What follows belongs to an exercise in optimizing a design on an open flow for small area; a production flow would make more cautious choices.
In this exercise RTL edits were held to simulation tests only and were not proved equivalent to the original.
No driver is modelled on the clock port, so clocking that relies on it looks cheaper here than on a real chip.
Power figures rest on the tool's default switching activity, not on a simulated workload.

## amber
// L2C010
module L2C010(
	input [9:0] sw,
	input [3:0] key,
	input clock,
	input rst,
	output [9:0] ledr,
	output [7:0] ledg,
	output [6:0] hex3, hex2, hex1, hex0);
Size in the first run: about 510 cells after synthesis, roughly 80 flip-flops, ~62 I/O pins.
==> flow/config.mk <==
export PLATFORM = sky130hd
export DESIGN_NAME = L2C010
export DESIGN_NICKNAME = L2C010
export VERILOG_FILES = /design/flow/design.v
export SDC_FILE = /design/flow/constraint.sdc
export NUM_CORES = 4
export LEC_CHECK = 0
export CAP_MARGIN = 20
export CORE_MARGIN = 2
export CORE_UTILIZATION = 40
export SLEW_MARGIN = 20
==> flow/constraint.sdc <==
create_clock -name core_clock -period 5.0 [get_ports {clock}]
set_input_delay 1.0000 -clock core_clock [delete_from_list [all_inputs] [get_ports {clock}]]
set_output_delay 1.0000 -clock core_clock [all_outputs]
set_load 0.01 [all_outputs]
standard.sh (not shown) runs the stock make flow with config.mk's settings and CLKGATE_MAP_FILE= SYNTH_SCRIPT=/design/flow/synth_recipe.tcl, a recipe that flattens the netlist after the stock synthesis.
==> flow/flow/run.sh <==
#!/bin/bash
# Layout flow: the standard ORFS flow (standard.sh) with these changes:
#  - synthesis: the final ABC mapping uses area-oriented scripts; several
#    candidate scripts (flow/abc_*.abc) are tried and the one giving the
#    smallest synthesized area is kept,
#  - half/full adders are not extracted (ADDER_MAP_FILE empty), so ABC maps
#    that logic too,
#  - ports are buffered with the smallest buffer cell,
#  - further ORFS make variables from flow/make_args.txt (one per line).
# Everything before the ABC mapping (register inference, naming, flattening,
# renaming) is the standard synthesis; the registers are checked against a
# standard synthesis run, and on any difference the standard flow is used.
# Each tool's output goes to a log file in this folder (and ORFS's own logs).
set -uo pipefail
W=$(pwd)
F=$W/flow
PLAT_DIR=results/$FLOW_PLATFORM/L2C010/base

EXTRA=()
if [[ -f "$F/make_args.txt" ]]; then
  while IFS= read -r line; do
    [[ -n "$line" && "$line" != \#* ]] && EXTRA+=("${line//@F@/$F}")
  done < "$F/make_args.txt"
fi

mk_synth_script() {  # $1 abc script, $2 name
  sed "/synth_preamble.tcl/a set abc_args [lreplace \$abc_args 1 1 $1]" \
    "$FLOW_HOME/scripts/synth.tcl" > "$W/synth_body_$2.tcl"
  sed "s#\$::env(SCRIPTS_DIR)/synth.tcl#$W/synth_body_$2.tcl#" \
    "$W/synth_recipe.tcl" > "$W/synth_$2.tcl"
}

regs() {
  grep -E '^\s*sky130_fd_sc_hd__[a-z0-9_]+ .*\$_[A-Z0-9_]*DFF' "$1" \
    | awk '{print $2, $1}' | sed -E 's/_[0-9]+$//' | sort
}

area_of() {
  grep -i "chip area" "$1/reports/$FLOW_PLATFORM/L2C010/base/synth_stat.txt" 2>/dev/null \
    | tail -n 1 | awk '{print $NF}'
}

# reference: the standard synthesis
bash standard.sh WORK_HOME="$W/std" synth > "$W/std_synth.log" 2>&1

# candidate syntheses, up to NUM_CORES at a time
names=()
for a in "$F"/abc_*.abc; do
  n=$(basename "$a" .abc)
  names+=("$n")
  mk_synth_script "$a" "$n"
done
running=0
for n in "${names[@]}"; do
  bash standard.sh WORK_HOME="$W/cand_$n" SYNTH_SCRIPT="$W/synth_$n.tcl" ADDER_MAP_FILE= \
    > "$W/cand_${n}_synth.log" 2>&1 synth &
  running=$((running + 1))
  if (( running >= ${NUM_CORES:-4} )); then wait -n; running=$((running - 1)); fi
done
wait

best=""; best_area=""
regs "$W/std/$PLAT_DIR/1_2_yosys.v" > "$W/regs_std.txt"
: > "$W/candidates.log"
for n in "${names[@]}"; do
  a=$(area_of "$W/cand_$n")
  regs "$W/cand_$n/$PLAT_DIR/1_2_yosys.v" > "$W/regs_$n.txt"
  same=no
  if [[ -s "$W/regs_std.txt" ]] && cmp -s "$W/regs_std.txt" "$W/regs_$n.txt"; then same=yes; fi
  echo "$n area=${a:-none} registers_match=$same" >> "$W/candidates.log"
  if [[ $same == yes && -n "$a" ]]; then
    if [[ -z "$best" ]] || awk -v x="$a" -v y="$best_area" 'BEGIN{exit !(x < y)}'; then
      best=$n; best_area=$a
    fi
  fi
done

if [[ -n "$best" ]]; then
  echo "custom flow with $best (synthesized area $best_area)" > "$W/flow_choice.log"
  CUSTOM=(SYNTH_SCRIPT="$W/synth_$best.tcl" ADDER_MAP_FILE=
          "BUFFER_PORTS_ARGS=-buffer_cell sky130_fd_sc_hd__buf_1" "${EXTRA[@]}")
  bash standard.sh "${CUSTOM[@]}" synth > "$W/custom_synth.log" 2>&1
  regs "$W/orfs/$PLAT_DIR/1_2_yosys.v" > "$W/regs_custom.txt"
  if cmp -s "$W/regs_std.txt" "$W/regs_custom.txt"; then
    bash standard.sh "${CUSTOM[@]}" finish > "$W/custom_finish.log" 2>&1
    exit 0
  fi
  echo "final synthesis registers differ; standard flow" >> "$W/flow_choice.log"
else
  echo "no candidate matches the standard registers; standard flow" > "$W/flow_choice.log"
fi
rm -rf "$W/orfs"
bash standard.sh finish > "$W/standard_finish.log" 2>&1
==> flow/flow/abc_nf_s0.abc <==
strash
&get -n
&deepsyn -S 0 -I 1 -J 50 -T 600
&put
strash
&get -n
&dch -f
&nf -R 1000
&put
topo
==> flow/flow/make_args.txt <==
CTS_ARGS=-sink_clustering_enable -repair_clock_nets -dont_use_dummy_load -buf_list sky130_fd_sc_hd__clkbuf_4
POST_CTS_TCL=@F@/post_cts.tcl
==> flow/flow/post_cts.tcl <==
set block [ord::get_db_block]
set changed 0
foreach inst [$block getInsts] {
  if {[[$inst getMaster] getName] ne "sky130_fd_sc_hd__clkbuf_4"} { continue }
  set net [[$inst findITerm X] getNet]
  if {$net eq "NULL"} { continue }
  set fanout [expr {[llength [$net getITerms]] - 1}]
  if {$fanout >= 12} {
    puts "post_cts: [$inst getName] drives $fanout pins, upsized to clkbuf_8"
    replace_cell [$inst getName] sky130_fd_sc_hd__clkbuf_8
    incr changed
  }
}
if {$changed > 0} {
  detailed_placement
  check_placement -verbose
}
amber reached the end of the flow, and the finished layout is clean on the timing, DRC and antenna checks.
For harbor, these inputs were changed with respect to amber:
==> flow/flow/abc_nf_s1.abc (new file) <==
strash
&get -n
&deepsyn -S 1 -I 1 -J 50 -T 600
&put
strash
&get -n
&dch -f
&nf -R 1000
&put
topo
==> flow/flow/abc_nf_s2.abc (new file) <==
strash
&get -n
&deepsyn -S 2 -I 1 -J 50 -T 600
&put
strash
&get -n
&dch -f
&nf -R 1000
&put
topo
==> flow/flow/abc_nf_s3.abc (new file) <==
strash
&get -n
&deepsyn -S 3 -I 1 -J 50 -T 600
&put
strash
&get -n
&dch -f
&nf -R 1000
&put
topo
==> flow/flow/abc_nfj300_s0.abc (new file) <==
strash
&get -n
&deepsyn -S 0 -I 1 -J 300 -T 1200
&put
strash
&get -n
&dch -f
&nf -R 1000
&put
topo
==> flow/flow/abc_nfj300_s1.abc (new file) <==
strash
&get -n
&deepsyn -S 1 -I 1 -J 300 -T 1200
&put
strash
&get -n
&dch -f
&nf -R 1000
&put
topo
==> flow/flow/abc_nfj300_s2.abc (new file) <==
strash
&get -n
&deepsyn -S 2 -I 1 -J 300 -T 1200
&put
strash
&get -n
&dch -f
&nf -R 1000
&put
topo
==> flow/flow/abc_nfj300_s3.abc (new file) <==
strash
&get -n
&deepsyn -S 3 -I 1 -J 300 -T 1200
&put
strash
&get -n
&dch -f
&nf -R 1000
&put
topo
==> comparison <==
harbor ended with every stage complete and zero timing, DRC or antenna violations.
Half-perimeter wire length after detailed placement in harbor is 3.9% below amber.
Against amber, total number of tap cells in harbor fell by a few percent.
Per the comparison of harbor with amber, placement-stage worst setup slack dropped 370 ps; post-synthesis mux area share grew by 0.29 points; relative max-transition margin climbed 11 points.
Min cell area across harbor and amber: harbor
In the flow results for harbor and amber, the synthesis-to-layout area growth is larger on harbor.
Compared with amber, harbor shows total area of multi-input combinational cells that has gone down by a few percent.
Share of final layout cell area taken by non-clock buffers, harbor and amber: lower on amber
In the reports for harbor and amber, the larger total length of routed met2 wires belongs to amber.
In the flow results for harbor and amber, the arrival time at the worst endpoint is larger on harbor.
Changes in lagoon relative to harbor:
==> flow/flow/abc_j1000_s1.abc (new file) <==
strash
&get -n
&deepsyn -S 1 -I 1 -J 1000 -T 2400
&put
strash
&get -n
&dch -f
&nf -R 1000
&put
topo
==> flow/flow/abc_j1000_s5.abc (new file) <==
strash
&get -n
&deepsyn -S 5 -I 1 -J 1000 -T 2400
&put
strash
&get -n
&dch -f
&nf -R 1000
&put
topo
==> flow/flow/abc_j2000_s6.abc (new file) <==
strash
&get -n
&deepsyn -S 6 -I 1 -J 2000 -T 2400
&put
strash
&get -n
&dch -f
&nf -R 1000
&put
topo
==> flow/flow/abc_j300_s2.abc (new file) <==
strash
&get -n
&deepsyn -S 2 -I 1 -J 300 -T 1200
&put
strash
&get -n
&dch -f
&nf -R 1000
&put
topo
removed: flow/flow/abc_nf_s0.abc
removed: flow/flow/abc_nf_s1.abc
removed: flow/flow/abc_nf_s2.abc
removed: flow/flow/abc_nf_s3.abc
removed: flow/flow/abc_nfj300_s0.abc
removed: flow/flow/abc_nfj300_s1.abc
removed: flow/flow/abc_nfj300_s2.abc
removed: flow/flow/abc_nfj300_s3.abc
[summary]
- Across harbor and lagoon, none had a timing, DRC or antenna violation.
- In lagoon, setup slack of the critical path after layout is higher than in harbor.
- Taking harbor as the reference, in lagoon overall via count from detail_route down about 2.4%; maximum number of pins on one net before global-route repair saw an increase.
- Cmp lagoon vs harbor: sequential cell area fraction in the yosys report higher in lagoon
- Relative to harbor, portion of total power attributed to the clock network decreased by 0.7 points in lagoon.
- The post-route worst hold slack number comes out lower for harbor vs lagoon.
- Area overhead of the layout relative to synthesis in lagoon is 0.54 points lower than in harbor
- [compare] base=harbor new=lagoon: global-route wire length before repair roughly the same; routed wire length higher.
- Between harbor and lagoon, the post-route clock period utilization is lower for lagoon.
- On lagoon: worst-path maximum fanout is 1 higher than what harbor gave.
--- input diff lagoon..pepper ---
--- a/flow/flow/run.sh
+++ b/flow/flow/run.sh
@@ -22 +22 @@
-    [[ -n "$line" && "$line" != \#* ]] && EXTRA+=("${line//@F@/$F}")
+    [[ -n "$line" && "$line" != \#* ]] && EXTRA+=("$line")
==> flow/flow/abc_amap_s0.abc (new file) <==
strash
&get -n
&deepsyn -S 0 -I 1 -J 50 -T 600
&put
strash
dch -f
amap
topo
==> flow/flow/abc_amap_s1.abc (new file) <==
strash
&get -n
&deepsyn -S 1 -I 1 -J 50 -T 600
&put
strash
dch -f
amap
topo
==> flow/flow/abc_amap_s2.abc (new file) <==
strash
&get -n
&deepsyn -S 2 -I 1 -J 50 -T 600
&put
strash
dch -f
amap
topo
==> flow/flow/abc_amap_s3.abc (new file) <==
strash
&get -n
&deepsyn -S 3 -I 1 -J 50 -T 600
&put
strash
dch -f
amap
topo
==> flow/flow/abc_nf_s0.abc (new file) <==
strash
&get -n
&deepsyn -S 0 -I 1 -J 50 -T 600
&put
strash
&get -n
&dch -f
&nf -R 1000
&put
topo
==> flow/flow/abc_nf_s1.abc (new file) <==
strash
&get -n
&deepsyn -S 1 -I 1 -J 50 -T 600
&put
strash
&get -n
&dch -f
&nf -R 1000
&put
topo
==> flow/flow/abc_nf_s2.abc (new file) <==
strash
&get -n
&deepsyn -S 2 -I 1 -J 50 -T 600
&put
strash
&get -n
&dch -f
&nf -R 1000
&put
topo
==> flow/flow/abc_nf_s3.abc (new file) <==
strash
&get -n
&deepsyn -S 3 -I 1 -J 50 -T 600
&put
strash
&get -n
&dch -f
&nf -R 1000
&put
topo
==> flow/flow/make_args.txt <==
CTS_ARGS=-sink_clustering_enable -repair_clock_nets -dont_use_dummy_load
removed: flow/flow/abc_j1000_s1.abc
removed: flow/flow/abc_j1000_s5.abc
removed: flow/flow/abc_j2000_s6.abc
removed: flow/flow/abc_j300_s2.abc
removed: flow/flow/post_cts.tcl
Notes after the runs:
Compared with lagoon, pepper shows a higher synthesized cell count. Cell area after layout: pepper vs lagoon up about 2.4%. The final reports for pepper and lagoon show post-route worst setup slack higher in the former. Inserted tap cell count, pepper and lagoon: smaller value in lagoon. When pepper is set beside lagoon, its final cell count without fillers turns out to be about 2% larger.

-- static timing again, ports no longer ideal --
Ports are ideal in the flow. The routed layouts listed here were re-timed in OpenROAD. Step 1, drivers: a clkbuf_16 drives clock and a buf_2 each remaining input, both assumed. Step 2 also shifts input and output timing later by t, the mid clock arrival at the registers, as if the neighbouring blocks saw the same clock. Slacks: ideal / step 1 / step 2; pairs: ideal / step 1.
run	t (ns)	setup WS [ns]	worst setup path after step 2	clock arrival spread, ns	cell pins on the clock port's net
amber	0.424	1.787 / 1.789 / 1.365	input to register	0.030 / 0.030	1
harbor	0.435	1.444 / 1.447 / 1.012	input to register	0.028 / 0.028	1
lagoon	0.441	1.661 / 1.665 / 1.224	input to register	0.036 / 0.036	1
pepper	0.370	1.692 / 1.695 / 1.325	input to register	0.022 / 0.022	1
After both steps setup and hold are still met in every run listed. The setup slack of lagoon, which loses most, moves by +0.004 ns with the drivers and by -0.437 ns with both steps.
